This design comes from an exercise in tuning for small area on the open sky130 flow, not from production work. RTL that was checked went through simulation tests only; none was proved equivalent to the original. Function not checked in runs 4 and 5: the RTL went through the layout flow alone.

**flow/config.mk**
```make
export PLATFORM = sky130hd
export DESIGN_NAME = top
export DESIGN_NICKNAME = top
export VERILOG_FILES = /design/flow/design.v
export SDC_FILE = /design/flow/constraint.sdc
export NUM_CORES = 4
export LEC_CHECK = 0
export ABC_AREA = 1
export CAP_MARGIN = 20
export CORE_MARGIN = 2
export CORE_UTILIZATION = 65
export CTS_BUF_LIST = sky130_fd_sc_hd__clkbuf_8
export SLEW_MARGIN = 20
```
**flow/run.sh**
```bash
#!/bin/bash
# synth_recipe.tcl (not shown) runs the flow's synth.tcl, then flattens the netlist and writes it again
# the make line also repeats each setting of config.mk as NAME=value (left out here)
make -C /OpenROAD-flow-scripts/flow DESIGN_CONFIG=/design/flow/config.mk WORK_HOME=/design/flow/orfs CLKGATE_MAP_FILE= SYNTH_SCRIPT=/design/flow/synth_recipe.tcl finish
```
**flow/constraint.sdc**
```tcl
create_clock -name core_clock -period 80.0 [get_ports {clk}]
set_input_delay 16.0000 -clock core_clock [delete_from_list [all_inputs] [get_ports {clk}]]
set_output_delay 16.0000 -clock core_clock [all_outputs]
set_load 0.01 [all_outputs]
```
**flow/design.v**
```verilog
module top
  (
    input clk,
    input rstn,
    input en,
    input [15 : 0] xin,
    output y
  );
  integer i;
  function [23 : 0] add24;
    input [23 : 0] a;
    input [23 : 0] b;
    input ci;
    integer k;
    reg c;
    begin
      c = ci;
      for (k = 0; k < 24; k = k + 1)
      begin
        add24[k] = a[k] ^ b[k] ^ c;
        c = (a[k] & b[k]) | (c & (a[k] ^ b[k]));
      end
    end
  endfunction
  function geu16;
    input [15 : 0] a;
    input [15 : 0] b;
    integer k;
    reg c;
    begin
      c = 1'b1;
      for (k = 0; k < 16; k = k + 1)
        c = (a[k] & ~b[k]) | (c & (a[k] | ~b[k]));
      geu16 = c;
    end
  endfunction
  function ges16;
    input [15 : 0] a;
    input [15 : 0] b;
    begin
      ges16 = geu16({~a[15], a[14 : 0]}, {~b[15], b[14 : 0]});
    end
  endfunction
  function [23 : 0] sx16;
    input [15 : 0] a;
    begin
      sx16 = {{8{a[15]}}, a};
    end
  endfunction
  reg [5 : 0] vcnt;
  wire vld1 = |vcnt;
  wire vld6 = vcnt[5] | vcnt[4] | vcnt[3] | (vcnt[2] & vcnt[1]);
  wire vld12 = vcnt[5] | vcnt[4] | (vcnt[3] & vcnt[2]);
  wire vld16 = vcnt[5] | vcnt[4];
  wire vld29 = vcnt[5] | (vcnt[4] & vcnt[3] & vcnt[2] & (vcnt[1] | vcnt[0]));
  wire vld32 = vcnt[5];
  reg [15 : 0] lx [0 : 11];
  reg [15 : 0] ly0, ly1;
  wire [15 : 0] lx0 = vld1 ? lx[0] : 16'd0;
  wire [15 : 0] lx5 = vld6 ? lx[5] : 16'd0;
  wire [15 : 0] lx11 = vld12 ? lx[11] : 16'd0;
  wire [23 : 0] yl_a = add24({sx16(ly0), 1'b0}, ~sx16(ly1), 1'b1);
  wire [23 : 0] yl_b = add24(yl_a, sx16(lx0), 1'b0);
  wire [23 : 0] yl_c = add24(yl_b, ~{sx16(lx5), 1'b0}, 1'b1);
  wire [23 : 0] yl = add24(yl_c, sx16(lx11), 1'b0);
  reg [15 : 0] hx [1 : 31];
  reg [1 : 0] hx0_lo;
  wire [15 : 0] hx0 = {ly0[13 : 0], hx0_lo};
  wire [15 : 0] hx15 = vld16 ? hx[15] : 16'd0;
  wire [15 : 0] hx31 = vld32 ? hx[31] : 16'd0;
  reg [15 : 0] hy0;       
  wire [23 : 0] hz_a = add24(sx16(hx31), ~sx16(hy0), 1'b1);
  wire [23 : 0] hz = add24(hz_a, ~sx16(hx0), 1'b1);
  wire [23 : 0] hpf_w = add24({8'd0, hx15}, {8'd0, hz[20 : 5]}, 1'b0);
  wire [15 : 0] hpf_out = hpf_w[15 : 0];
  reg [15 : 0] s1, s2, p0, p1, p2;
  wire [23 : 0] dv_w = add24({8'd0, s1}, ~{8'd0, s2}, 1'b1);
  wire [14 : 0] e = dv_w[14 : 0];
  reg [23 : 0] sq_acc;
  reg [23 : 0] sq_row;
  integer si, sj;
  always @*
  begin
    sq_acc = 24'd0;
    for (si = 0; si < 8; si = si + 1)
      sq_acc[2 * si] = e[si];
    for (si = 0; si < 7; si = si + 1)
    begin
      sq_row = 24'd0;
      for (sj = si + 1; sj < 15; sj = sj + 1)
        if (si + sj + 1 < 16)
          sq_row[si + sj + 1] = e[si] & e[sj];
      sq_acc = add24(sq_acc, sq_row, 1'b0);
    end
  end
  wire [15 : 0] sq = sq_acc[15 : 0];
  wire [14 : 0] sq_c = {sq[15 : 2], sq[0]};    
  reg [14 : 0] ix [0 : 28];
  reg [20 : 0] racc;
  wire [15 : 0] ix28 = vld29 ? {ix[28][14 : 1], 1'b0, ix[28][0]} : 16'd0;
  wire [23 : 0] u0 = add24({3'd0, racc}, {8'd0, sq}, 1'b0);
  wire [4 : 0] w_hi = ix28[15] ? (sq[15] ? 5'h00 : 5'h1f) : (sq[15] ? 5'h01 : 5'h00);
  wire [23 : 0] racc_nx = add24(u0, ~{3'd0, w_hi, ix28}, 1'b1);
  wire sneg = ~(u0[20] | (&u0[19 : 16]));
  wire [23 : 0] u1 = add24(u0, sneg ? 24'd29 : 24'd0, 1'b0);
  reg [19 : 0] q15;
  reg [3 : 0] r15;
  reg [4 : 0] x15;
  integer di;
  always @*
  begin
    r15 = 4'd0;
    for (di = 20; di >= 1; di = di - 1)
    begin
      x15 = {r15, u1[di]};
      q15[di - 1] = x15[4] | (&x15[3 : 0]);
      if (q15[di - 1])
        r15 = x15[3 : 0] + 4'd1;
      else
        r15 = x15[3 : 0];
    end
  end
  wire [15 : 0] mwi = q15[15 : 0] ^ 16'h8000;
  reg [15 : 0] isum;
  reg [15 : 0] a0, a1, a2, peak_i;
  reg st_i;
  reg [15 : 0] peak_f;
  reg st_f;
  reg [5 : 0] c200i, c200f;
  reg fl200i, fl200f;
  reg [8 : 0] c2s;
  reg fl2s;
  reg [5 : 0] c160;
  reg fl160;
  reg [15 : 0] rrc;
  reg init_thrs, load, npu, spu, rru;
  reg [15 : 0] preset_value;
  reg [1 : 0] state;
  reg timer_2s_trigger;
  reg [1 : 0] rr_counter;
  reg [15 : 0] last_rr_interval;
  reg [15 : 0] peak_f_best, peak_i_sb, peak_f_sb;
  reg [15 : 0] spk_i, npk_i, spk_f, npk_f;
  reg [15 : 0] thri_1, thri_2, thrf_1, thrf_2;
  reg [15 : 0] sr1 [0 : 5];
  reg [15 : 0] sr2 [0 : 5];
  reg [15 : 0] avg_lim;    
  reg [15 : 0] avg_miss;   
  reg regular;
  wire [15 : 0] rr_interval = rrc;
  always @(posedge clk)
  begin
    if (en)
    begin
      lx[0] <= xin;
      for (i = 1; i < 12; i = i + 1)
        lx[i] <= lx[i - 1];
      hx[1] <= hx0;
      for (i = 2; i < 32; i = i + 1)
        hx[i] <= hx[i - 1];
      ix[0] <= sq_c;
      for (i = 1; i < 29; i = i + 1)
        ix[i] <= ix[i - 1];
    end
  end
  always @(posedge clk or negedge rstn)
  begin
    if (!rstn)
    begin
      vcnt <= 0;
      ly0 <= 0;
      ly1 <= 0;
      hx0_lo <= 0;
      hy0 <= 0;
      s1 <= 0;
      s2 <= 0;
      p0 <= 0;
      p1 <= 0;
      p2 <= 0;
      racc <= 21'h0F0000;
      isum <= 0;
      a0 <= 0;
      a1 <= 0;
      a2 <= 0;
    end
    else if (en)
    begin
      if (!vcnt[5])
        vcnt <= add24({18'd0, vcnt}, 24'd0, 1'b1);
      ly0 <= yl[20 : 5];
      ly1 <= ly0;
      hx0_lo <= yl[4 : 3];
      hy0 <= hpf_out;
      s1 <= hy0;
      s2 <= s1;
      p0 <= s2;
      p1 <= p0;
      p2 <= p1;
      racc <= racc_nx[20 : 0];
      isum <= mwi;
      a0 <= isum;
      a1 <= a0;
      a2 <= a1;
    end
  end
  wire a1_gt_a2 = ~ges16(a2, a1);
  wire a1_ge_a0 = ges16(a1, a0);
  wire a1_gt_pk = ~ges16(peak_i, a1);
  wire p1_gt_p2 = ~ges16(p2, p1);
  wire p1_ge_p0 = ges16(p1, p0);
  wire p1_gt_pk = ~ges16(peak_f, p1);
  always @(posedge clk or negedge rstn)
  begin
    if (!rstn)
    begin
      peak_i <= 0;
      st_i <= 0;
      peak_f <= 0;
      st_f <= 0;
    end
    else if (en)
    begin
      if (a1_gt_a2 && a1_ge_a0)
      begin
        if (c200i == 0 || a1_gt_pk)
        begin
          peak_i <= a1;
          st_i <= 1;
        end
      end
      else
        st_i <= 0;
      if (p1_gt_p2 && p1_ge_p0)
      begin
        if (c200f == 0 || p1_gt_pk)
        begin
          peak_f <= p1;
          st_f <= 1;
        end
      end
      else
        st_f <= 0;
    end
  end
  wire [23 : 0] c200i_inc = add24({18'd0, c200i}, 24'd0, 1'b1);
  wire [23 : 0] c200f_inc = add24({18'd0, c200f}, 24'd0, 1'b1);
  wire [23 : 0] c2s_inc = add24({15'd0, c2s}, 24'd0, 1'b1);
  wire [23 : 0] c160_inc = add24({18'd0, c160}, 24'd0, 1'b1);
  wire [23 : 0] rrc_inc = add24({8'd0, rrc}, 24'd0, 1'b1);
  always @(posedge clk or negedge rstn)
  begin
    if (!rstn)
    begin
      c200i <= 0;
      fl200i <= 0;
      c200f <= 0;
      fl200f <= 0;
      c2s <= 0;
      fl2s <= 0;
      c160 <= 0;
      fl160 <= 0;
      rrc <= 0;
    end
    else
    begin
      if (en && st_i)
      begin
        c200i <= 1;
        fl200i <= 0;
      end
      else if (en)
      begin
        if (c200i == 0)
          fl200i <= 0;
        else if (c200i == 40)
        begin
          c200i <= 0;
          fl200i <= 1;
        end
        else
          c200i <= c200i_inc[5 : 0];
      end
      if (en && st_f)
      begin
        c200f <= 1;
        fl200f <= 0;
      end
      else if (en)
      begin
        if (c200f == 0)
          fl200f <= 0;
        else if (c200f == 40)
        begin
          c200f <= 0;
          fl200f <= 1;
        end
        else
          c200f <= c200f_inc[5 : 0];
      end
      if (timer_2s_trigger)
      begin
        c2s <= 1;
        fl2s <= 0;
      end
      else if (en)
      begin
        if (c2s == 0)
          fl2s <= 0;
        else if (c2s == 400)
        begin
          c2s <= 0;
          fl2s <= 1;
        end
        else
          c2s <= c2s_inc[8 : 0];
      end
      if (fl200i)
      begin
        c160 <= 1;
        fl160 <= 0;
      end
      else if (en)
      begin
        if (c160 == 0)
          fl160 <= 0;
        else if (c160 == 32)
        begin
          c160 <= 0;
          fl160 <= 1;
        end
        else
          c160 <= c160_inc[5 : 0];
      end
      if (spu)
        rrc <= 1;
      else if (load)
        rrc <= preset_value;
      else if (en)
        rrc <= rrc_inc[15 : 0];
    end
  end
  function [17 : 0] div25;
    input [15 : 0] a;
    reg [23 : 0] n;
    reg [4 : 0] r;
    reg [5 : 0] x;
    reg [12 : 0] q;
    integer k;
    begin
      n = {a[15], a[15], a[15], a[15], a[15], a[15], a, 2'b00};
      n = add24(n, 24'd102400, 1'b0);
      r = 5'd0;
      for (k = 17; k >= 0; k = k - 1)
      begin
        x = {r, n[k]};
        if (k < 13)
          q[k] = (x >= 6'd25);
        if (x >= 6'd25)
          r = x - 6'd25;
        else
          r = x[4 : 0];
      end
      div25 = {q, r};
    end
  endfunction
  wire [17 : 0] dl = div25(avg_lim);
  wire [12 : 0] ql = dl[17 : 5];      
  wire [4 : 0] rl = dl[4 : 0];
  wire [17 : 0] dm = div25(avg_miss);
  wire [12 : 0] qm = dm[17 : 5];
  wire [4 : 0] rm = dm[4 : 0];
  wire [23 : 0] qsl = {{12{~ql[12]}}, ql[11 : 0]};
  wire [23 : 0] qsm = {{12{~qm[12]}}, qm[11 : 0]};
  wire [23 : 0] rrhigh_w = add24(sx16(avg_lim), qsl, rl >= 5'd13);
  wire [23 : 0] ql_p1 = add24(qsl, 24'd0, 1'b1);
  wire [23 : 0] rrlow_w = add24(sx16(avg_lim), ~{ql_p1[23], ql_p1[23 : 1]}, 1'b1);
  wire bonus_m = avg_miss[0] ? (avg_miss[15] ? (rm != 5'd0) : 1'b1) : (rm >= 5'd13);
  wire [23 : 0] rm_a = add24(sx16(avg_miss), {{9{avg_miss[15]}}, avg_miss[15 : 1]}, bonus_m);
  wire [23 : 0] rrmiss_w = add24(rm_a, qsm, 1'b0);
  wire [15 : 0] rrlow = rrlow_w[15 : 0];
  wire [15 : 0] rrhigh = rrhigh_w[15 : 0];
  wire [15 : 0] rrmiss = rrmiss_w[15 : 0];
  wire s200ms_flag = fl200i;
  wire s360ms_flag = fl160;
  wire pi_gt_t1 = ~ges16(thri_1, peak_i);
  wire pi_ge_t1 = ges16(peak_i, thri_1);
  wire pf_gt_t1 = ~ges16(thrf_1, peak_f_best);
  wire pf_ge_t1 = ges16(peak_f_best, thrf_1);
  wire pi_gt_max = ~ges16(spk_i, peak_i);
  wire pf_gt_max = ~ges16(spk_f, peak_f_best);
  wire pi_gt_sb = ~ges16(peak_i_sb, peak_i);
  wire rr_ge_72 = (|rrc[15 : 7]) | (rrc[6] & (rrc[5] | rrc[4] | rrc[3]));
  wire rr_gt_miss = ~geu16(rrmiss, rrc);
  wire sbi_ge_t2 = ges16(peak_i_sb, thri_2);
  wire sbf_ge_t2 = ges16(peak_f_sb, thrf_2);
  wire [23 : 0] mean_i = add24({8'd0, npk_i}, {8'd0, peak_i}, 1'b0);
  wire [23 : 0] mean_f = add24({8'd0, npk_f}, {8'd0, peak_f_best}, 1'b0);
  always @(posedge clk or negedge rstn)
  begin
    if (!rstn)
    begin
      init_thrs <= 0;
      load <= 0;
      preset_value <= 0;
      npu <= 0;
      spu <= 0;
      rru <= 0;
      state <= 0;
      timer_2s_trigger <= 0;
      rr_counter <= 0;
      last_rr_interval <= 0;
      peak_f_best <= 0;
      peak_i_sb <= 0;
      peak_f_sb <= 0;
    end
    else if (en)
    begin
      if (fl200f == 1)
        peak_f_best <= peak_f;
      case (state)
        2'd0:
        begin
          if (s200ms_flag == 1)
          begin
            state <= 2'd1;
            timer_2s_trigger <= 1;
            rr_counter <= 0;
          end
        end
        2'd1:
        begin
          timer_2s_trigger <= 0;
          if (fl2s == 1)
          begin
            init_thrs <= 1;
            state <= 2'd2;
          end
        end
        2'd2:
        begin
          init_thrs <= 0;
          if (s200ms_flag == 1)
          begin
            if (pi_gt_t1 && pf_gt_t1)
              spu <= 1;
            else
            begin
              npu <= 1;
              load <= 1;
            end
            rr_counter <= rr_counter + 1;
          end
          else
          begin
            spu <= 0;
            npu <= 0;
            load <= 0;
          end
          if (rr_counter == 2)
          begin
            rr_counter <= 0;
            state <= 2'd3;
          end
        end
        2'd3:
        begin
          if (s200ms_flag == 1)
          begin
            if (pi_ge_t1 && pf_ge_t1)
            begin
              if (s360ms_flag == 0)
              begin
                npu <= 0;
                spu <= 1;
                rru <= 1;
                peak_i_sb <= 0;
                peak_f_sb <= 0;
              end
            end
            else
            begin
              npu <= 1;
              spu <= 0;
              rru <= 0;
              if (pi_gt_sb && rr_ge_72)
              begin
                last_rr_interval <= rr_interval;
                peak_i_sb <= peak_i;
                peak_f_sb <= peak_f_best;
              end
            end
          end
          else
          begin
            spu <= 0;
            npu <= 0;
            rru <= 0;
            load <= 0;
          end
          if (rr_gt_miss)
          begin
            if (sbi_ge_t2 && sbf_ge_t2)
            begin
              npu <= 0;
              spu <= 1;
              rru <= 1;
              load <= 1;
              preset_value <= last_rr_interval;
              peak_i_sb <= 0;
              peak_f_sb <= 0;
            end
          end
        end
      endcase
      if (load == 1)
        load <= 0;
    end
  end
  wire [15 : 0] sel_i = load ? peak_i_sb : peak_i;
  wire [15 : 0] sel_f = load ? peak_f_sb : peak_f;
  function [15 : 0] upd8;
    input [15 : 0] p;
    input [15 : 0] k;
    reg [23 : 0] w;
    reg [23 : 0] b;
    reg c;
    begin
      w = add24(sx16(p), ~sx16(k), 1'b1);                  
      b = add24({{3{w[23]}}, w[23 : 3]}, sx16(k), 1'b0);    
      c = b[16] ? (w[2] & (w[1] | w[0])) : w[2];
      b = add24(b, 24'd0, c);
      upd8 = b[15 : 0];
    end
  endfunction
  wire [15 : 0] base_i = spu ? spk_i : npk_i;
  wire [15 : 0] base_f = spu ? spk_f : npk_f;
  wire [15 : 0] new_i = upd8(sel_i, base_i);
  wire [15 : 0] new_f = upd8(sel_f, base_f);
  wire [15 : 0] nspk_i = init_thrs ? (spk_i >> 1) : (spu ? new_i : spk_i);
  wire [15 : 0] nnpk_i = init_thrs ? (npk_i >> 3) : (npu ? new_i : npk_i);
  wire [15 : 0] nspk_f = init_thrs ? (spk_f >> 1) : (spu ? new_f : spk_f);
  wire [15 : 0] nnpk_f = init_thrs ? (npk_f >> 3) : (npu ? new_f : npk_f);
  function [31 : 0] thr;
    input [15 : 0] s;
    input [15 : 0] n;
    input init;
    reg [23 : 0] d;
    reg [23 : 0] a;
    reg [23 : 0] t1;
    reg [23 : 0] t2;
    reg c;
    begin
      d = add24({8'd0, s}, ~{8'd0, n}, 1'b1);
      a = add24(sx16(n), {{10{init ? 1'b0 : d[15]}}, d[15 : 2]}, 1'b0);
      c = a[16] ? (d[1] & d[0]) : d[1];
      t1 = add24(a, 24'd0, init ? 1'b0 : c);
      if (init)
        t2 = {9'd0, t1[15 : 1]};
      else
        t2 = add24({8'd0, t1[15], t1[15 : 1]}, 24'd0, t1[0] & ~t1[15]);
      thr = {t2[15 : 0], t1[15 : 0]};
    end
  endfunction
  function [15 : 0] half_t;
    input [15 : 0] t;
    reg [23 : 0] u;
    begin
      u = add24({8'd0, t[15], t[15 : 1]}, 24'd0, t[0] & t[15]);
      half_t = u[15 : 0];
    end
  endfunction
  wire [31 : 0] thr_i = thr(nspk_i, nnpk_i, init_thrs);
  wire [31 : 0] thr_f = thr(nspk_f, nnpk_f, init_thrs);
  wire upd = init_thrs | spu | npu;
  wire [15 : 0] thi1_p = upd ? thr_i[15 : 0] : thri_1;
  wire [15 : 0] thf1_p = upd ? thr_f[15 : 0] : thrf_1;
  wire [15 : 0] nthi1 = regular ? half_t(thi1_p) : thi1_p;
  wire [15 : 0] nthf1 = regular ? half_t(thf1_p) : thf1_p;
  always @(posedge clk or negedge rstn)
  begin
    if (!rstn)
    begin
      npk_i <= 0;
      spk_i <= 0;
      npk_f <= 0;
      spk_f <= 0;
      thri_1 <= 0;
      thri_2 <= 0;
      thrf_1 <= 0;
      thrf_2 <= 0;
    end
    else if (en)
    begin
      if (!state[1])
      begin
        if (s200ms_flag)
        begin
          if (!state[0])
          begin
            spk_i <= peak_i;
            npk_i <= peak_i;
            spk_f <= peak_f_best;
            npk_f <= peak_f_best;
          end
          else
          begin
            if (pi_gt_max)
              spk_i <= peak_i;
            if (pf_gt_max)
              spk_f <= peak_f_best;
            npk_i <= {1'b0, mean_i[15 : 1]};
            npk_f <= {1'b0, mean_f[15 : 1]};
          end
        end
      end
      else
      begin
        npk_i <= nnpk_i;
        spk_i <= nspk_i;
        npk_f <= nnpk_f;
        spk_f <= nspk_f;
      end
      thri_1 <= nthi1;
      thri_2 <= upd ? thr_i[31 : 16] : thri_2;
      thrf_1 <= nthf1;
      thrf_2 <= upd ? thr_f[31 : 16] : thrf_2;
    end
  end
  wire [23 : 0] sum1_a = add24(sx16(rrc), sx16(sr1[1]), 1'b0);
  wire [23 : 0] sum1_b = add24(sum1_a, sx16(sr1[2]), 1'b0);
  wire [23 : 0] sum1_c = add24(sum1_b, sx16(sr1[3]), 1'b0);
  wire [23 : 0] sum1_d = add24(sum1_c, sx16(sr1[4]), 1'b0);
  wire [23 : 0] sum1 = add24(sum1_d, sx16(sr1[5]), 1'b0);
  wire [23 : 0] sum2_a = add24(sx16(rrc), sx16(sr2[1]), 1'b0);
  wire [23 : 0] sum2_b = add24(sum2_a, sx16(sr2[2]), 1'b0);
  wire [23 : 0] sum2_c = add24(sum2_b, sx16(sr2[3]), 1'b0);
  wire [23 : 0] sum2_d = add24(sum2_c, sx16(sr2[4]), 1'b0);
  wire [23 : 0] sum2 = add24(sum2_d, sx16(sr2[5]), 1'b0);
  wire [23 : 0] avg1_w = add24({{3{sum1[23]}}, sum1[23 : 3]}, 24'd0, sum1[18] & (sum1[2 : 0] != 3'd0));
  wire [23 : 0] avg2_w = add24({{3{sum2[23]}}, sum2[23 : 3]}, 24'd0, sum2[18] & (sum2[2 : 0] != 3'd0));
  wire [15 : 0] avg1 = avg1_w[15 : 0];
  wire [15 : 0] avg2 = avg2_w[15 : 0];
  wire in_range = ges16(rrc, rrlow) && ges16(rrhigh, rrc);
  always @(posedge clk or negedge rstn)
  begin
    if (!rstn)
    begin
      for (i = 0; i < 6; i = i + 1)
      begin
        sr1[i] <= 200;
        sr2[i] <= 200;
      end
      avg_lim <= 200;
      avg_miss <= 200;
      regular <= 0;
    end
    else if (en)
    begin
      if (rru)
      begin
        sr1[0] <= rrc;
        for (i = 1; i < 6; i = i + 1)
          sr1[i] <= sr1[i - 1];
        if (in_range)
        begin
          sr2[0] <= rrc;
          for (i = 1; i < 6; i = i + 1)
            sr2[i] <= sr2[i - 1];
          avg_lim <= avg1;
          avg_miss <= avg2;
        end
        else
          avg_miss <= avg1;
        regular <= !in_range;
      end
      else
        regular <= 0;
    end
  end
  assign y = (rstn | en) ? (load | spu) : 1'b0;
endmodule
```
==> results of run 1 <==
registers in the layout, summed over array words and instances (netlist names), 21 cells and up:
signal  flops
ix        435
lx        192
sr1        96
hx        496
sr2        96
racc       21
area by class of cell:
class / instances / area, sq um / share of cell area (%)
sequential: 1868 / 52430 / 51.24
multi-input combinational: 4905 / 36580 / 35.75
clock buffer: 346 / 4762 / 4.654
inverter: 1131 / 4255 / 4.159
tap: 1903 / 2381 / 2.327
clock inverter: 204 / 1120 / 1.094
timing repair buffer: 90 / 787.0 / 0.7692
antenna: 4 / 10.01 / 0.009783
per-layer routing:
layer	track usage (%)	up-vias
met5	0	-
met4	10.97	0
met3	4.345	432
met2	43.03	1540
met1	36.97	28820
li1	-	27720
layout by cell type (no fill, tap or decap), drive strengths merged, types with 6 or more instances in the layout:
master         netlist  layout
a21oi              139     139
a221oi               8       8
a22oi               14      14
a2bb2oi              8       8
a31oi               46      46
buf                 22      73
bufinv               0      10
clkbuf             234     346
clkdlybuf4s50        0      17
clkinv              16      75
dfrtp              699     699
dfstp               46      46
edfxtp            1123    1123
fa                 584     584
ha                 354     354
inv               1115    1246
nand2             1764    1764
nand3              319     319
nand3b               8       8
nand4               54      54
nor2               250     250
nor3                17      17
o211ai              85      85
o21a                 7       7
o21ai              821     821
o221ai              92      92
o22ai              168     168
o31ai                9       9
o32ai                6       6
xnor2               46      46
xor2                62      62
cell families after synthesis:
family                     synth area share, %
muxes                                  0.02392
AOI/OAI and AO/OA                        8.833
adders and majority gates                17.14
buffers and inverters                    5.561
DFF                                      55.67
xor gates and xnor gates                 1.148
and+or+nand+nor                          11.62
critical path: stages:
cell and delay (ns):
buf_16 0.26, nor2_1 0.12, nor2_1 0.25, clkdlybuf4s50_1 0.59
path summary, 6_finish.rpt:
check,endpoint,cells after the start
hold / removal,ix[9][8]$_DFFE_PP_,0
hold reg to reg,ix[9][8]$_DFFE_PP_,0
setup reg to reg,isum[0]$_DFFE_PN0P_,152
min in group asynchronous,npk_i[1]$_DFFE_PN0P_,1
max in group asynchronous,ly1[6]$_DFFE_PN0P_,3
setup / recovery,y,4
stage by stage:
| stage | util, % | hold WS [ns] |
|---|---|---|
| floorplan | - | 0.4003 |
| global placement | 67.12 | 0.4005 |
| detailed placement | 67.12 | 0.4045 |
| CTS | 71.21 | 0.3052 |
| global route | 71.22 | 0.3284 |
| finish | 71.23 | 0.3261 |
synthesized netlist by cell type, drive strengths merged (14+ instances only):
cell    count  area (sq um)
edfxtp   1123         33720
clkbuf    234         898.4
nor3       17         95.09
ha        354          4429
nand2    1764          7463
dfrtp     699         17490
fa        584         11690
a21oi     139         714.4
nand4      54         344.1
xnor2      46         493.0
clkinv     16         62.56
o221ai     92         805.8
nand3     319          1777
inv      1115          4185
o22ai     168          1051
dfstp      46          1209
xor2       62         588.1
nor2      250          1120
o21ai     821          4150
a31oi      46         287.8
a22oi      14         105.1
o211ai     85         638.1
buf        22         90.09
==> run summary, run 1 <==
worst hold start ix[8][8]$_DFFE_PP_; setup slack at placement 46.60 ns; unrepaired setup endpoints after global routing no; data arrival time of the worst path 17.35 ns; number of buffers inserted by hold repair at cts 0; status no timing/DRC/antenna violations; mean routed wirelength per cell 18.47 um; count of state elements after synthesis 1868; period utilization 41.69%; accumulated negative setup slack 0 ns; number of cells in the design after placement 9897; WP data required 64.00 ns; routability-driven placement congestion ratio 0.9240; setup slack of the critical path after layout 46.65 ns; Resized Gates After CTS 0; path category of the worst min-delay check flop to flop; detailed placement HPWL 133200 um; Top Metal Used met4; startpoint kind of the worst setup timing path input port; layout overhead on the synthesized area 8.660%; clock sink count 1868; Max Clock Freq 0.02998 GHz; vias per std cell 5.599; height of the die 384.6 um; number of hold-slack violations in the final timing report 0; first drt pass iteration count 8; slew at the pin with the worst max-slew slack 1.075 ns; Mapped Area 0.09417 sq mm; root buffer cell clkbuf_8; die area 0.1479 sq mm; routed wire length on met2 92110 um; total CTS buffers 318; first-pass GRT wire length 311400 um; initial cell density of the core 65.55%; crit path time final 33.35 ns; number of standard cells after synthesis 8160; maximum number of pins on one net before global-route repair 171; total wire length 193100 um; clock latency reported for the late side of the worst-skew pair 1.03 ns; mean area per synthesized cell 11.54 sq um; worst setup path class input port to output port; Cell Area, Placed 0.09642 sq mm; post-synthesis sequential area ratio 55.67%; net count of the finished layout 9271; row count 139; start of the worst register-to-register path s1[0]$_DFFE_PN0P_; die span in x 384.6 um; Clock Tree Buf Depth 4; routed length on met1 83720 um; number of top-level design ports 20; Yosys warnings 6; worst slew margin relative to its limit 28.32%; post-route ant nets 0; Final Setup Violations 0; number of remaining DRC errors 0; clock slew seen by the registers of the worst setup and hold paths 0.06 ns; Max Fanout on Critical Path 73; share of flip-flops with an asynchronous set or reset 39.88%; Layout Cell Area excl Fill 0.1023 sq mm; Synth cell types 75; routed length on met3 9930 um; number of antenna violations at the first check in global routing 5; via count of the first global-routing pass 58.98k; depth of the CTS H-tree 5; Pins Over Slew Limit 0; DRC marker count from the first detailed-route iteration 4312; share of layout cells above drive strength 1 9.831%; Primary FF master, synth edfxtp_1; total global routing overflow 0; Total GRT Usage 26.80%; Port Buffers 19; final cell count without fillers 10.45k; skew final 0.1135 ns; worst setup path start en; crit end category output port; buffer count from post-CTS setup fixing 0; CTS tree built; number of enable-type register cells in the synthesized netlist 1123; post-synthesis net count 9117; count of max-cap constraint violations 0; worst setup slack for register-to-register paths 52.06 ns; Floorplan Core Area 0.1437 sq mm; final-layout fill cell count 10.19k; via count 58.51k
==> run 2, diff against run 1 <==
--- a/flow/config.mk
+++ b/flow/config.mk
@@ -9,5 +9,4 @@
 export CAP_MARGIN = 20
 export CORE_MARGIN = 2
 export CORE_UTILIZATION = 65
-export CTS_BUF_LIST = sky130_fd_sc_hd__clkbuf_8
 export SLEW_MARGIN = 20
==> run summary, run 2 <==
clock slew seen by the registers of the worst setup and hold paths 0.06 ns; die area 0.1479 sq mm; maximum number of pins on one net before global-route repair 171; status no timing/DRC/antenna violations; die span in x 384.6 um; skew final 0.05861 ns; most frequent cell after synthesis nand2_1; Synth cell types 75; first-pass GRT wire length 315200 um; setup slack of the critical path after layout 46.60 ns; share of flip-flops with an asynchronous set or reset 39.88%; Resized Gates After CTS 0; total CTS buffers 183; worst setup path class input port to output port; max FFs per register 496; number of remaining DRC errors 0; Mapped Area 0.09417 sq mm; number of top-level design ports 20; root buffer cell clkbuf_16; clock latency reported for the late side of the worst-skew pair 0.84 ns; slew at the pin with the worst max-slew slack 1.085 ns; mean area per synthesized cell 11.54 sq um; total wire length 195700 um; clock sink count 1868; Floorplan Core Area 0.1437 sq mm; mean routed wirelength per cell 19.11 um; share of Yosys cell area claimed by the top area cell type 35.81%; crit path time final 33.40 ns; detailed placement HPWL 133200 um; leading post-synthesis cells by cell area edfxtp_1 36%, dfrtp_1 19%, fa_1 12%, nand2_1 6.3%, ha_1 4.7%; worst-case hold slack 0.3895 ns; path category of the worst min-delay check flop to flop; vias per std cell 5.667; number of enable-type register cells in the synthesized netlist 1123; register with the most flip-flops hx; Max Fanout on Critical Path 73; routability-driven placement congestion ratio 0.9240; Primary FF master, synth edfxtp_1; depth of the CTS H-tree 4; Clock Tree Buf Depth 3; row count 139; Reg area 0.05243 sq mm; net count of the finished layout 9136; number of antenna violations at the first check in global routing 1; number of hold-slack violations in the final timing report 0; setup slack at placement 46.60 ns; crit end category output port; number of standard cells after synthesis 8160; most common cell after layout, fill and taps aside nand2_1; post-synthesis net count 9117; post-route ant nets 0; registers with the most flip-flops hx (496), ix (435), lx (192); Max Clock Freq 0.02994 GHz; leading area contributor after synthesis edfxtp_1; total global routing overflow 0; initial cell density of the core 65.55%; post-synthesis sequential area ratio 55.67%; accumulated negative setup slack 0 ns; top post-synthesis cells by count 1579 x nand2_1, 1123 x edfxtp_1, 1084 x inv_1, 808 x o21ai_0, 699 x dfrtp_1; data arrival time of the worst path 17.40 ns; count of max-cap constraint violations 0; via count of the first global-routing pass 58.34k; DRC marker count from the first detailed-route iteration 4658; number of buffers inserted by hold repair at cts 0; combined area of the multi-input logic cells 0.03658 sq mm; buffer count from post-CTS setup fixing 0; unrepaired setup endpoints after global routing no; Port Buffers 19; first drt pass iteration count 6; antenna cells 0; startpoint kind of the worst setup timing path input port; worst slew margin relative to its limit 27.15%; Total GRT Usage 27.25%; Yosys warnings 6; period utilization 41.75%; share of layout cells above drive strength 1 8.730%; WP data required 64.00 ns; height of the die 384.6 um; CTS tree built; final-layout fill cell count 10.04k; Final Setup Violations 0; layout overhead on the synthesized area 9.014%; count of state elements after synthesis 1868; Pins Over Slew Limit 0; leading cell types in the layout, fill and taps excluded 1576 x nand2_1, 1123 x edfxtp_1, 1080 x inv_1, 807 x o21ai_0, 696 x dfrtp_1; via count 58.04k
-- run 2: logic make-up (layout without fill, tap and decap cells) --
logic type	Yosys count	count (layout)	synth area share [%]
buffers and inverters	1387	1566	5.561
AO/OA/AOI/OAI	1431	1431	8.833
flip-flops	1868	1868	55.67
AND/OR/NAND/NOR	2424	2424	11.62
XOR/XNOR	108	108	1.148
adder cells (fa/ha/maj)	940	940	17.14
multiplexers	2	2	0.02392
-- run 2: area by class of cell --
cell class	count	area share (%)
Clock buffer	242	4.912
Clock inverter	103	1.153
Inverter	1131	4.145
Multi-Input combinational cell	4905	35.63
Sequential cell	1868	51.07
Tap cell	1903	2.319
Timing Repair Buffer	90	0.7667
-- run 2: worst paths after layout --
kind / startpoint / endpoint / slack, ns / depth (start not counted)
setup / recovery: en / y / 46.60 / 4
hold / removal: hx[24][3]$_DFFE_PP_ / hx[25][3]$_DFFE_PP_ / 0.39 / 0
setup reg to reg: s1[0]$_DFFE_PN0P_ / isum[0]$_DFFE_PN0P_ / 52.04 / 154
hold reg to reg: hx[24][3]$_DFFE_PP_ / hx[25][3]$_DFFE_PP_ / 0.39 / 0
max in group asynchronous: rstn / hx0_lo[0]$_DFFE_PN0P_ / 62.79 / 3
min in group asynchronous: rstn / npk_i[0]$_DFFE_PN0P_ / 15.05 / 1
-- run 2: per-layer routing --
layer  routed length (um)  vias up  global-route usage, %
met5                    0        -                      0
met4                 6840        0                  10.04
met3                 9441      356                  3.752
met2                94870     1461                  44.52
met1                84590    28780                  37.81
li1                     -    27440                      -
-- run 2: critical path, stage by stage --
cell and delay [ns]:
buf_16 0.27, nor2_1 0.12, nor2_1 0.29, clkdlybuf4s50_1 0.60
-- run 2: stage by stage --
step	util [%]	area, sq um	instances
after floorplan	-	94170	8160
after global placement	67.12	96420	9897
after detailed placement	67.12	96420	9897
after CTS	71.45	102600	10240
after global routing	71.46	102700	10240
final	71.46	102700	10240
==> run 3, diff against run 2 <==
--- a/flow/config.mk
+++ b/flow/config.mk
@@ -9,4 +9,5 @@
 export CAP_MARGIN = 20
 export CORE_MARGIN = 2
 export CORE_UTILIZATION = 65
+export CTS_BUF_LIST = sky130_fd_sc_hd__clkbuf_4
 export SLEW_MARGIN = 20
==> run summary, run 3 <==
initial cell density of the core 65.55%; Floorplan Core Area 0.1437 sq mm; mean routed wirelength per cell 18.03 um; Port Buffers 19; number of enable-type register cells in the synthesized netlist 1123; setup slack at placement 46.60 ns; height of the die 384.6 um; unrepaired setup endpoints after global routing no; skew final 0.1496 ns; die area 0.1479 sq mm; global routing met3 resource utilization 4.486%; Primary FF master, synth edfxtp_1; Synth cell types 75; slew at the pin with the worst max-slew slack 1.058 ns; period utilization 41.69%; number of top-level design ports 20; count of max-cap constraint violations 0; total wire length 194100 um; first-pass GRT wire length 314400 um; number of hold-slack violations in the final timing report 0; clock sink count 1868; Resized Gates After CTS 0; status no timing/DRC/antenna violations; met2 track demand over resource 43.21%; data arrival time of the worst path 17.35 ns; number of standard cells after synthesis 8160; DRC marker count from the first detailed-route iteration 4529; crit end category output port; CTS tree built; leading area contributor after synthesis edfxtp_1; worst slew margin relative to its limit 29.45%; most common cell after layout, fill and taps aside nand2_1; Pins Over Slew Limit 0; layout overhead on the synthesized area 8.935%; number of remaining DRC errors 0; setup slack of the critical path after layout 46.65 ns; crit path time final 33.35 ns; via count of the first global-routing pass 60.45k; vias per std cell 5.544; root buffer cell clkbuf_4; utilization of the core after routing 71.41%; die span in x 384.6 um; Mapped Area 0.09417 sq mm; number of antenna violations at the first check in global routing 5; Max Fanout on Critical Path 73; startpoint kind of the worst setup timing path input port; first drt pass iteration count 8; maximum number of pins on one net before global-route repair 171; count of state elements after synthesis 1868; worst setup path class input port to output port; buffer count from post-CTS setup fixing 0; number of buffers inserted by hold repair at cts 0; global route hottest layer met2; via count 59.69k; post-synthesis sequential area ratio 55.67%; max FFs per register 496; detailed placement HPWL 133200 um; post-synthesis net count 9117; most frequent cell after synthesis nand2_1; Final Setup Violations 0; met1 track utilization from global routing 36.90%; share of layout cells above drive strength 1 13.69%; Yosys warnings 6; Max Clock Freq 0.02998 GHz; top post-synthesis cells by count 1579 x nand2_1, 1123 x edfxtp_1, 1084 x inv_1, 808 x o21ai_0, 699 x dfrtp_1; total global routing overflow 0; WP data required 64.00 ns; post-route ant nets 0; clock slew seen by the registers of the worst setup and hold paths 0.07 ns; accumulated negative setup slack 0 ns; registers with the most flip-flops hx (496), ix (435), lx (192); leading cell types in the layout, fill and taps excluded 1576 x nand2_1, 1123 x edfxtp_1, 1080 x inv_1, 807 x o21ai_0, 748 x clkbuf_4; path category of the worst min-delay check flop to flop; net count of the finished layout 9428; mean area per synthesized cell 11.54 sq um; register with the most flip-flops hx; Clock Tree Buf Depth 4; total CTS buffers 475; clock latency reported for the late side of the worst-skew pair 1.31 ns; leading post-synthesis cells by cell area edfxtp_1 36%, dfrtp_1 19%, fa_1 12%, nand2_1 6.3%, ha_1 4.7%; Total GRT Usage 26.97%; routability-driven placement congestion ratio 0.9240; row count 139; share of Yosys cell area claimed by the top area cell type 35.81%; share of flip-flops with an asynchronous set or reset 39.88%; depth of the CTS H-tree 5
[run 3: worst max-delay path: stages]
cell	delay, ns
buf_16	0.26
nor2_1	0.12
nor2_1	0.26
clkdlybuf4s50_1	0.59
[run 3: cells by family (layout without fill, tap and decap cells)]
group | after synthesis | count (layout) | share of synthesized area [%]
other cells | 0 | 7 | 0
mux | 2 | 2 | 0.02392
buf+inv | 1387 | 2083 | 5.561
flops | 1868 | 1868 | 55.67
fa+ha+maj | 940 | 940 | 17.14
compound gates | 1431 | 1431 | 8.833
simple gates | 2424 | 2424 | 11.62
xor+xnor | 108 | 108 | 1.148
[run 3: metrics by stage]
step	area [sq um]	std cells	hold slack [ns]
6_report	102600	10770	0.3224
5_1_grt	102600	10770	0.2935
4_1_cts	102500	10760	0.2790
3_5_place_dp	96420	9897	0.4045
3_3_place_gp	96420	9897	0.4005
2_1_floorplan	94170	8160	0.4003
[run 3: metal layers]
metal | wire length (um) | vias up | part of all wire [%]
met4 | 7190 | 2 | 3.7
met3 | 10220 | 449 | 5.3
met5 | 13 | - | 0.0067
met1 | 84090 | 29230 | 43
met2 | 92610 | 1644 | 48
li1 | - | 28360 | -
[run 3: path summary, 6_finish.rpt]
check | startpoint | to | slack, ns | cells past startpoint
max in group asynchronous | rstn | last_rr_interval[8]$_DFFE_PN0P_ | 63.21 | 3
hold reg to reg | ix[8][8]$_DFFE_PP_ | ix[9][8]$_DFFE_PP_ | 0.32 | 0
hold / removal | ix[8][8]$_DFFE_PP_ | ix[9][8]$_DFFE_PP_ | 0.32 | 0
min in group asynchronous | rstn | npk_i[1]$_DFFE_PN0P_ | 14.58 | 1
setup / recovery | en | y | 46.65 | 4
setup reg to reg | s1[0]$_DFFE_PN0P_ | isum[0]$_DFFE_PN0P_ | 52.12 | 154
[run 3: area by class of cell]
type | count | area (sq um)
Clock inverter | 114 | 518.0
Tap cell | 1903 | 2381
Antenna cell | 7 | 17.52
Sequential cell | 1868 | 52430
Clock buffer | 748 | 5615
Timing Repair Buffer | 90 | 787.0
Multi-Input combinational cell | 4905 | 36580
Inverter | 1131 | 4255
Fill cell | 10370 | 41080
==> run 4, diff against run 3 <==
--- a/flow/design.v
+++ b/flow/design.v
@@ -55,25 +55,34 @@
   wire vld29 = vcnt[5] | (vcnt[4] & vcnt[3] & vcnt[2] & (vcnt[1] | vcnt[0]));
   wire vld32 = vcnt[5];
   reg [15 : 0] lx [0 : 11];
-  reg [15 : 0] ly0, ly1;
+  reg [15 : 0] ly0_r, ly1_r;
+  wire [15 : 0] ly0 = vld1 ? ly0_r : 16'd0;
+  wire [15 : 0] ly1 = vld1 ? ly1_r : 16'd0;
   wire [15 : 0] lx0 = vld1 ? lx[0] : 16'd0;
   wire [15 : 0] lx5 = vld6 ? lx[5] : 16'd0;
   wire [15 : 0] lx11 = vld12 ? lx[11] : 16'd0;
-  wire [23 : 0] yl_a = add24({sx16(ly0), 1'b0}, ~sx16(ly1), 1'b1);
-  wire [23 : 0] yl_b = add24(yl_a, sx16(lx0), 1'b0);
-  wire [23 : 0] yl_c = add24(yl_b, ~{sx16(lx5), 1'b0}, 1'b1);
-  wire [23 : 0] yl = add24(yl_c, sx16(lx11), 1'b0);
+  wire [23 : 0] yl_a = add24({sx16(ly0), 1'b0}, sx16(lx0), 1'b0);
+  wire [23 : 0] yl_b = add24(yl_a, sx16(lx11), 1'b0);
+  wire [23 : 0] yl_c = add24(sx16(ly1), {sx16(lx5), 1'b0}, 1'b0);
+  wire [23 : 0] yl = add24(yl_b, ~yl_c, 1'b1);
   reg [15 : 0] hx [1 : 31];
-  reg [1 : 0] hx0_lo;
+  reg [1 : 0] hx0_lo_r;
+  wire [1 : 0] hx0_lo = vld1 ? hx0_lo_r : 2'd0;
   wire [15 : 0] hx0 = {ly0[13 : 0], hx0_lo};
   wire [15 : 0] hx15 = vld16 ? hx[15] : 16'd0;
   wire [15 : 0] hx31 = vld32 ? hx[31] : 16'd0;
-  reg [15 : 0] hy0;       
-  wire [23 : 0] hz_a = add24(sx16(hx31), ~sx16(hy0), 1'b1);
-  wire [23 : 0] hz = add24(hz_a, ~sx16(hx0), 1'b1);
+  reg [15 : 0] hy0_r;       
+  wire [15 : 0] hy0 = vld1 ? hy0_r : 16'd0;
+  wire [23 : 0] hz_a = add24(sx16(hy0), sx16(hx0), 1'b0);
+  wire [23 : 0] hz = add24(sx16(hx31), ~hz_a, 1'b1);
   wire [23 : 0] hpf_w = add24({8'd0, hx15}, {8'd0, hz[20 : 5]}, 1'b0);
   wire [15 : 0] hpf_out = hpf_w[15 : 0];
-  reg [15 : 0] s1, s2, p0, p1, p2;
+  reg [15 : 0] s1_r, s2_r, p0_r, p1_r, p2_r;
+  wire [15 : 0] s1 = vld1 ? s1_r : 16'd0;
+  wire [15 : 0] s2 = vld1 ? s2_r : 16'd0;
+  wire [15 : 0] p0 = vld1 ? p0_r : 16'd0;
+  wire [15 : 0] p1 = vld1 ? p1_r : 16'd0;
+  wire [15 : 0] p2 = vld1 ? p2_r : 16'd0;
   wire [23 : 0] dv_w = add24({8'd0, s1}, ~{8'd0, s2}, 1'b1);
   wire [14 : 0] e = dv_w[14 : 0];
   reg [23 : 0] sq_acc;
@@ -96,7 +105,8 @@
   wire [15 : 0] sq = sq_acc[15 : 0];
   wire [14 : 0] sq_c = {sq[15 : 2], sq[0]};    
   reg [14 : 0] ix [0 : 28];
-  reg [20 : 0] racc;
+  reg [20 : 0] racc_r;
+  wire [20 : 0] racc = vld1 ? racc_r : 21'h0F0000;
   wire [15 : 0] ix28 = vld29 ? {ix[28][14 : 1], 1'b0, ix[28][0]} : 16'd0;
   wire [23 : 0] u0 = add24({3'd0, racc}, {8'd0, sq}, 1'b0);
   wire [4 : 0] w_hi = ix28[15] ? (sq[15] ? 5'h00 : 5'h1f) : (sq[15] ? 5'h01 : 5'h00);
@@ -121,8 +131,12 @@
     end
   end
   wire [15 : 0] mwi = q15[15 : 0] ^ 16'h8000;
-  reg [15 : 0] isum;
-  reg [15 : 0] a0, a1, a2, peak_i;
+  reg [15 : 0] isum_r;
+  wire [15 : 0] isum = vld1 ? isum_r : 16'd0;
+  reg [15 : 0] a0_r, a1_r, a2_r, peak_i;
+  wire [15 : 0] a0 = vld1 ? a0_r : 16'd0;
+  wire [15 : 0] a1 = vld1 ? a1_r : 16'd0;
+  wire [15 : 0] a2 = vld1 ? a2_r : 16'd0;
   reg st_i;
   reg [15 : 0] peak_f;
   reg st_f;
@@ -130,15 +144,11 @@
   reg fl200i, fl200f;
   reg [8 : 0] c2s;
   reg fl2s;
-  reg [5 : 0] c160;
-  reg fl160;
   reg [15 : 0] rrc;
-  reg init_thrs, load, npu, spu, rru;
-  reg [15 : 0] preset_value;
+  reg init_thrs, load, npu, spu;
   reg [1 : 0] state;
   reg timer_2s_trigger;
   reg [1 : 0] rr_counter;
-  reg [15 : 0] last_rr_interval;
   reg [15 : 0] peak_f_best, peak_i_sb, peak_f_sb;
   reg [15 : 0] spk_i, npk_i, spk_f, npk_f;
   reg [15 : 0] thri_1, thri_2, thrf_1, thrf_2;
@@ -161,6 +171,20 @@
       ix[0] <= sq_c;
       for (i = 1; i < 29; i = i + 1)
         ix[i] <= ix[i - 1];
+      ly0_r <= yl[20 : 5];
+      ly1_r <= ly0;
+      hx0_lo_r <= yl[4 : 3];
+      hy0_r <= hpf_out;
+      s1_r <= hy0;
+      s2_r <= s1;
+      p0_r <= s2;
+      p1_r <= p0;
+      p2_r <= p1;
+      racc_r <= racc_nx[20 : 0];
+      isum_r <= mwi;
+      a0_r <= isum;
+      a1_r <= a0;
+      a2_r <= a1;
     end
   end
   always @(posedge clk or negedge rstn)
@@ -168,39 +192,11 @@
     if (!rstn)
     begin
       vcnt <= 0;
-      ly0 <= 0;
-      ly1 <= 0;
-      hx0_lo <= 0;
-      hy0 <= 0;
-      s1 <= 0;
-      s2 <= 0;
-      p0 <= 0;
-      p1 <= 0;
-      p2 <= 0;
-      racc <= 21'h0F0000;
-      isum <= 0;
-      a0 <= 0;
-      a1 <= 0;
-      a2 <= 0;
     end
     else if (en)
     begin
       if (!vcnt[5])
         vcnt <= add24({18'd0, vcnt}, 24'd0, 1'b1);
-      ly0 <= yl[20 : 5];
-      ly1 <= ly0;
-      hx0_lo <= yl[4 : 3];
-      hy0 <= hpf_out;
-      s1 <= hy0;
-      s2 <= s1;
-      p0 <= s2;
-      p1 <= p0;
-      p2 <= p1;
-      racc <= racc_nx[20 : 0];
-      isum <= mwi;
-      a0 <= isum;
-      a1 <= a0;
-      a2 <= a1;
     end
   end
   wire a1_gt_a2 = ~ges16(a2, a1);
@@ -245,7 +241,6 @@
   wire [23 : 0] c200i_inc = add24({18'd0, c200i}, 24'd0, 1'b1);
   wire [23 : 0] c200f_inc = add24({18'd0, c200f}, 24'd0, 1'b1);
   wire [23 : 0] c2s_inc = add24({15'd0, c2s}, 24'd0, 1'b1);
-  wire [23 : 0] c160_inc = add24({18'd0, c160}, 24'd0, 1'b1);
   wire [23 : 0] rrc_inc = add24({8'd0, rrc}, 24'd0, 1'b1);
   always @(posedge clk or negedge rstn)
   begin
@@ -257,8 +252,6 @@
       fl200f <= 0;
       c2s <= 0;
       fl2s <= 0;
-      c160 <= 0;
-      fl160 <= 0;
       rrc <= 0;
     end
     else
@@ -314,27 +307,10 @@
         else
           c2s <= c2s_inc[8 : 0];
       end
-      if (fl200i)
-      begin
-        c160 <= 1;
-        fl160 <= 0;
-      end
-      else if (en)
-      begin
-        if (c160 == 0)
-          fl160 <= 0;
-        else if (c160 == 32)
-        begin
-          c160 <= 0;
-          fl160 <= 1;
-        end
-        else
-          c160 <= c160_inc[5 : 0];
-      end
       if (spu)
         rrc <= 1;
       else if (load)
-        rrc <= preset_value;
+        rrc <= 0;
       else if (en)
         rrc <= rrc_inc[15 : 0];
     end
@@ -381,7 +357,7 @@
   wire [15 : 0] rrhigh = rrhigh_w[15 : 0];
   wire [15 : 0] rrmiss = rrmiss_w[15 : 0];
   wire s200ms_flag = fl200i;
-  wire s360ms_flag = fl160;
+  wire rru = spu & (state == 2'd3);
   wire pi_gt_t1 = ~ges16(thri_1, peak_i);
   wire pi_ge_t1 = ges16(peak_i, thri_1);
   wire pf_gt_t1 = ~ges16(thrf_1, peak_f_best);
@@ -401,14 +377,11 @@
     begin
       init_thrs <= 0;
       load <= 0;
-      preset_value <= 0;
       npu <= 0;
       spu <= 0;
-      rru <= 0;
       state <= 0;
       timer_2s_trigger <= 0;
       rr_counter <= 0;
-      last_rr_interval <= 0;
       peak_f_best <= 0;
       peak_i_sb <= 0;
       peak_f_sb <= 0;
@@ -468,23 +441,17 @@
           begin
             if (pi_ge_t1 && pf_ge_t1)
             begin
-              if (s360ms_flag == 0)
-              begin
-                npu <= 0;
-                spu <= 1;
-                rru <= 1;
-                peak_i_sb <= 0;
-                peak_f_sb <= 0;
-              end
+              npu <= 0;
+              spu <= 1;
+              peak_i_sb <= 0;
+              peak_f_sb <= 0;
             end
             else
             begin
               npu <= 1;
               spu <= 0;
-              rru <= 0;
               if (pi_gt_sb && rr_ge_72)
               begin
-                last_rr_interval <= rr_interval;
                 peak_i_sb <= peak_i;
                 peak_f_sb <= peak_f_best;
               end
@@ -494,7 +461,6 @@
           begin
             spu <= 0;
             npu <= 0;
-            rru <= 0;
             load <= 0;
           end
           if (rr_gt_miss)
@@ -503,9 +469,7 @@
             begin
               npu <= 0;
               spu <= 1;
-              rru <= 1;
               load <= 1;
-              preset_value <= last_rr_interval;
               peak_i_sb <= 0;
               peak_f_sb <= 0;
             end
@@ -516,8 +480,8 @@
         load <= 0;
     end
   end
-  wire [15 : 0] sel_i = load ? peak_i_sb : peak_i;
-  wire [15 : 0] sel_f = load ? peak_f_sb : peak_f;
+  wire [15 : 0] sel_i = load ? 16'd0 : peak_i;
+  wire [15 : 0] sel_f = load ? 16'd0 : peak_f;
   function [15 : 0] upd8;
     input [15 : 0] p;
     input [15 : 0] k;
--- a/flow/config.mk
+++ b/flow/config.mk
@@ -9,5 +9,6 @@
 export CAP_MARGIN = 20
 export CORE_MARGIN = 2
 export CORE_UTILIZATION = 65
-export CTS_BUF_LIST = sky130_fd_sc_hd__clkbuf_4
+export CTS_CLUSTER_DIAMETER = 100
+export CTS_CLUSTER_SIZE = 20
 export SLEW_MARGIN = 20
==> run summary, run 4 <==
status no timing/DRC/antenna violations; Cell Area, Placed 0.09442 sq mm; CP dominant cell by count nor2_1; Pins Over Slew Limit 0; maximum number of pins on one net before global-route repair 179; Total GRT Usage 24.85%; clock sink count 1814; layout overhead on the synthesized area 5.834%; die area 0.1447 sq mm; worst setup path class input port to output port; depth of the CTS H-tree 3; crit-path cells buf_8 > nor2_1 > nor2_1 > clkdlybuf4s50_1; die span in x 380.4 um; clock slew seen by the registers of the worst setup and hold paths 0.08 ns; via count 53.94k; vias per std cell 5.586; buffer count from post-CTS setup fixing 0; crit path time final 33.31 ns; Clock Tree Buf Depth 3; total CTS buffers 102; worst slew margin relative to its limit 29.95%; accumulated negative setup slack 0 ns; number of top-level design ports 20; initial cell density of the core 65.26%; total wire length 176400 um; net count of the finished layout 8654; register with the most flip-flops hx; share of layout cells above drive strength 1 7.442%; number of standard cells after synthesis 7730; leading post-synthesis cells by cell area edfxtp_1 43%, fa_1 13%, dfrtp_1 12%, nand2_1 5.4%, ha_1 4.8%; Floorplan Core Area 0.1411 sq mm; count of max-cap constraint violations 0; path category of the worst min-delay check flop to flop; post-route ant nets 0; worst-case hold slack 0.3972 ns; height of the die 380.4 um; Yosys warnings 6; registers with the most flip-flops hx (495), ix (435), lx (192); Reg area 0.05207 sq mm; leading cell types in the layout, fill and taps excluded 1326 x nand2_1, 1324 x edfxtp_1, 1141 x inv_1, 677 x o21ai_0, 580 x fa_1; first drt pass iteration count 6; WP data required 64.00 ns; startpoint kind of the worst setup timing path input port; mean routed wirelength per cell 18.26 um; post-synthesis sequential area ratio 56.56%; routability-driven placement congestion ratio 0.8744; final-layout fill cell count 10.20k; top post-synthesis cells by count 1326 x nand2_1, 1324 x edfxtp_1, 1146 x inv_1, 677 x o21ai_0, 580 x fa_1; Max stage delay on crit path 0.58 ns; first-pass GRT wire length 285700 um; crit end category output port; cell with the largest stage delay on the worst path clkdlybuf4s50_1; CTS tree built; utilization of the core after routing 69.07%; DRC marker count from the first detailed-route iteration 4357; Mapped Area 0.09207 sq mm; Port Buffers 19; Primary FF master, synth edfxtp_1; detailed placement HPWL 125000 um; clock latency reported for the late side of the worst-skew pair 0.74 ns; combined area of the multi-input logic cells 0.03472 sq mm; share of Yosys cell area claimed by the top area cell type 43.18%; share of flip-flops with an asynchronous set or reset 27.01%; total global routing overflow 0; data arrival time of the worst path 17.31 ns; Layout Cell Area excl Fill 0.09744 sq mm; number of antenna violations at the first check in global routing 2; unrepaired setup endpoints after global routing no; worst setup slack for register-to-register paths 50.76 ns; number of hold-slack violations in the final timing report 0; post-synthesis net count 8679; Max Clock Freq 0.03002 GHz; number of buffers inserted by hold repair at cts 0; antenna cells 0; skew final 0.04402 ns; number of remaining DRC errors 0; most common cell after layout, fill and taps aside nand2_1; count of state elements after synthesis 1814; Max Fanout on Critical Path 68; via count of the first global-routing pass 53.26k; most frequent cell after synthesis nand2_1; Synth cell types 75; leading area contributor after synthesis edfxtp_1; row count 138; Resized Gates After CTS 0; slew at the pin with the worst max-slew slack 1.051 ns; period utilization 41.64%; max FFs per register 495; Final Setup Violations 0; root buffer cell clkbuf_16; mean area per synthesized cell 11.91 sq um; number of enable-type register cells in the synthesized netlist 1324
run 4: critical path: cells and delay by family:
kind                   cells  cell delay (ns)
buffers and inverters      2             0.95
AND/OR/NAND/NOR            2             0.28
run 4: layout make-up:
cell class / count / area share (%)
Sequential cell: 1814 / 53.44
Multi-Input combinational cell: 4506 / 35.63
Inverter: 1188 / 4.592
Clock buffer: 153 / 2.826
Tap cell: 1890 / 2.427
Timing Repair Buffer: 93 / 0.8424
Clock inverter: 13 / 0.2376
run 4: per-stage QoR:
step / cells / setup WS [ns]
global route: 9657 / 46.60
floorplan: 7730 / 47.00
detailed placement: 9490 / 46.70
finish: 9657 / 46.69
CTS: 9656 / 46.69
global placement: 9490 / 46.70
run 4: final timing paths:
check                                startpoint                       to  depth (start not counted)
max                                        rstn                        y                          4
min reg2reg                ix[25][13]$_DFFE_PP_     ix[26][13]$_DFFE_PP_                          0
min                        ix[25][13]$_DFFE_PP_     ix[26][13]$_DFFE_PP_                          0
max in group asynchronous                  rstn  avg_lim[13]$_DFFE_PN0P_                          4
max reg2reg                 vcnt[5]$_DFFE_PN0P_      isum_r[0]$_DFFE_PP_                        145
min in group asynchronous                  rstn       c2s[7]$_DFFE_PN0P_                          1
run 4: kinds of logic (layout without fill, tap and decap cells):
logic type | after synthesis | count (layout) | synth area share [%]
adders and majority gates | 933 | 933 | 17.40
and+or+nand+nor | 2203 | 2203 | 10.97
buffers and inverters | 1410 | 1447 | 5.802
xor gates and xnor gates | 111 | 111 | 1.219
AOI/OAI and AO/OA | 1256 | 1256 | 8.016
muxes | 3 | 3 | 0.03669
DFF | 1814 | 1814 | 56.56
run 4: routing by layer:
layer	vias to the layer above	GRT usage, %	part of all wire [%]	routed length, um
met4	0	7.547	2.8	4985
met1	26580	36.35	45	79730
li1	25810	-	-	-
met3	244	3.784	5.4	9443
met2	1312	39.10	47	82220
met5	-	0	0	0
==> run 5, diff against run 4 <==
--- a/flow/config.mk
+++ b/flow/config.mk
@@ -9,6 +9,6 @@
 export CAP_MARGIN = 20
 export CORE_MARGIN = 2
 export CORE_UTILIZATION = 65
-export CTS_CLUSTER_DIAMETER = 100
-export CTS_CLUSTER_SIZE = 20
+export CTS_CLUSTER_DIAMETER = 70
+export CTS_CLUSTER_SIZE = 26
 export SLEW_MARGIN = 20
==> run summary, run 5 <==
number of remaining DRC errors 0; Resized Gates After CTS 0; Max Fanout on Critical Path 68; first-pass GRT wire length 285900 um; Total GRT Usage 24.83%; buffer count from post-CTS setup fixing 0; share of layout cells above drive strength 1 8.169%; via count of the first global-routing pass 53.30k; clock slew seen by the registers of the worst setup and hold paths 0.09 ns; row count 138; count of max-cap constraint violations 0; total global routing overflow 0; status no timing/DRC/antenna violations; max FFs per register 495; clock sink count 1814; post-route ant nets 0; most common cell after layout, fill and taps aside nand2_1; skew final 0.06478 ns; via count 54.04k; leading area contributor after synthesis edfxtp_1; Floorplan Core Area 0.1411 sq mm; number of antenna violations at the first check in global routing 3; path category of the worst min-delay check flop to flop; height of the die 380.4 um; accumulated negative setup slack 0 ns; setup slack at placement 46.70 ns; share of flip-flops with an asynchronous set or reset 27.01%; register with the most flip-flops hx; Max Clock Freq 0.03002 GHz; mean routed wirelength per cell 18.21 um; Synth cell types 75; Port Buffers 19; share of Yosys cell area claimed by the top area cell type 43.18%; data arrival time of the worst path 17.31 ns; first drt pass iteration count 6; slew at the pin with the worst max-slew slack 1.062 ns; startpoint kind of the worst setup timing path input port; clock latency reported for the late side of the worst-skew pair 0.76 ns; leading cell types in the layout, fill and taps excluded 1326 x nand2_1, 1324 x edfxtp_1, 1141 x inv_1, 677 x o21ai_0, 580 x fa_1; die span in x 380.4 um; depth of the CTS H-tree 3; Hold Path Stages 0; layout overhead on the synthesized area 6.503%; WP data required 64.00 ns; combined area of the multi-input logic cells 0.03472 sq mm; setup slack of the critical path after layout 46.69 ns; unrepaired setup endpoints after global routing no; crit path time final 33.31 ns; DRC marker count from the first detailed-route iteration 4270; Pins Over Slew Limit 0; total wire length 176200 um; Reg area 0.05207 sq mm; most frequent cell after synthesis nand2_1; post-synthesis sequential area ratio 56.56%; Primary FF master, synth edfxtp_1; count of state elements after synthesis 1814; number of standard cells after synthesis 7730; routability-driven placement congestion ratio 0.8744; total CTS buffers 108; root buffer cell clkbuf_16; worst setup path class input port to output port; initial cell density of the core 65.26%; registers with the most flip-flops hx (495), ix (435), lx (192); Clock Tree Buf Depth 3; final-layout fill cell count 10.13k; CTS tree built; period utilization 41.63%; net count of the finished layout 8660; depth of the most critical reg-to-reg path 145; crit end category output port; number of enable-type register cells in the synthesized netlist 1324; number of hold-slack violations in the final timing report 0; Yosys warnings 6; post-synthesis net count 8679; detailed placement HPWL 125000 um; number of top-level design ports 20; number of buffers inserted by hold repair at cts 0; die area 0.1447 sq mm; worst slew margin relative to its limit 29.18%; mean area per synthesized cell 11.91 sq um; Mapped Area 0.09207 sq mm; vias per std cell 5.584; leading post-synthesis cells by cell area edfxtp_1 43%, fa_1 13%, dfrtp_1 12%, nand2_1 5.4%, ha_1 4.8%; Final Setup Violations 0; maximum number of pins on one net before global-route repair 179; top post-synthesis cells by count 1326 x nand2_1, 1324 x edfxtp_1, 1146 x inv_1, 677 x o21ai_0, 580 x fa_1
run 5: cell counts after synthesis:
No cell type changed its count.
run 5: cell families (layout without fill, tap and decap cells):
kind of cell	count (synthesis)	count (layout)	share of synthesized area [%]
simple gates	2203	2203	10.97
compound gates	1256	1256	8.016
other cells	0	1	0
mux	3	3	0.03669
xor+xnor	111	111	1.219
buf+inv	1410	1466	5.802
fa+ha+maj	933	933	17.40
flops	1814	1814	56.56
run 5: final timing paths:
path / start / endpoint / slack, ns
max: rstn / y / 46.69
min: ix[6][8]$_DFFE_PP_ / ix[7][8]$_DFFE_PP_ / 0.41
max reg2reg: vcnt[5]$_DFFE_PN0P_ / isum_r[0]$_DFFE_PP_ / 50.81
min reg2reg: ix[6][8]$_DFFE_PP_ / ix[7][8]$_DFFE_PP_ / 0.41
max in group asynchronous: rstn / sr2[3][11]$_DFFE_PN0P_ / 61.85
min in group asynchronous: rstn / c2s[7]$_DFFE_PN0P_ / 15.16
run 5: critical path, cell delays in order:
cell,delay (ns)
buf_8,0.37
nor2_1,0.08
nor2_1,0.20
clkdlybuf4s50_1,0.57
run 5: stage by stage:
step	utilization [%]	std cells	area (sq um)	hold WS, ns
after floorplan	-	7730	92070	0.4003
after global placement	66.93	9490	94420	0.4003
after detailed placement	66.93	9490	94420	0.4045
after CTS	69.48	9675	98020	0.4164
after global routing	69.51	9676	98050	0.4209
final	69.51	9677	98050	0.4117
run 5: routing by layer:
metal / wire [um] / track usage, % / vias up
li1: - / - / 25880
met1: 79730 / 36.55 / 26630
met2: 82420 / 39.33 / 1271
met3: 9078 / 3.282 / 257
met4: 4974 / 7.275 / 2
met5: 13 / 0 / -
run 5: final cells by class:
| type | instances | area share (%) |
|---|---|---|
| Clock buffer | 117 | 2.791 |
| Antenna cell | 1 | 0.002552 |
| Tap cell | 1890 | 2.412 |
| Sequential cell | 1814 | 53.11 |
| Timing Repair Buffer | 93 | 0.8371 |
| Clock inverter | 68 | 0.8792 |
| Multi-Input combinational cell | 4506 | 35.41 |
| Inverter | 1188 | 4.563 |

static timing again, ports no longer ideal:
In the flow no input, the clock included, has a driving cell. The finished layouts below were timed again as built, in two steps. Step 1, drivers: a clkbuf_16 drives clk and a buf_2 each remaining input, both assumed. Step 2 also shifts input and output timing later by t, the mid clock arrival at the registers, as if the neighbouring blocks saw the same clock. Three values: ideal, step 1, step 2; two values: the first two.
run | t (ns) | slack for setup (ns) | clock arrival spread, ns | slew at the worst register clock pin (ns) | worst data-port slew with drivers (ns)
run 1 | 1.031 | 46.645 / 46.559 / 46.559 | 0.148 / 0.147 | 0.07 / 0.07 | 0.08
run 2 | 0.895 | 46.601 / 46.514 / 46.514 | 0.061 / 0.061 | 0.07 / 0.07 | 0.08
run 3 | 1.323 | 46.650 / 46.564 / 46.564 | 0.175 / 0.175 | 0.08 / 0.08 | 0.08
run 4 | 0.795 | 46.691 / 46.640 / 46.640 | 0.049 / 0.049 | 0.11 / 0.11 | 0.08
run 5 | 0.801 | 46.693 / 46.642 / 46.642 | 0.065 / 0.065 | 0.10 / 0.10 | 0.08
After both steps setup and hold are still met in every run listed. The setup slack of run 2, which loses most, moves by -0.087 ns with the drivers and by -0.087 ns with both steps.
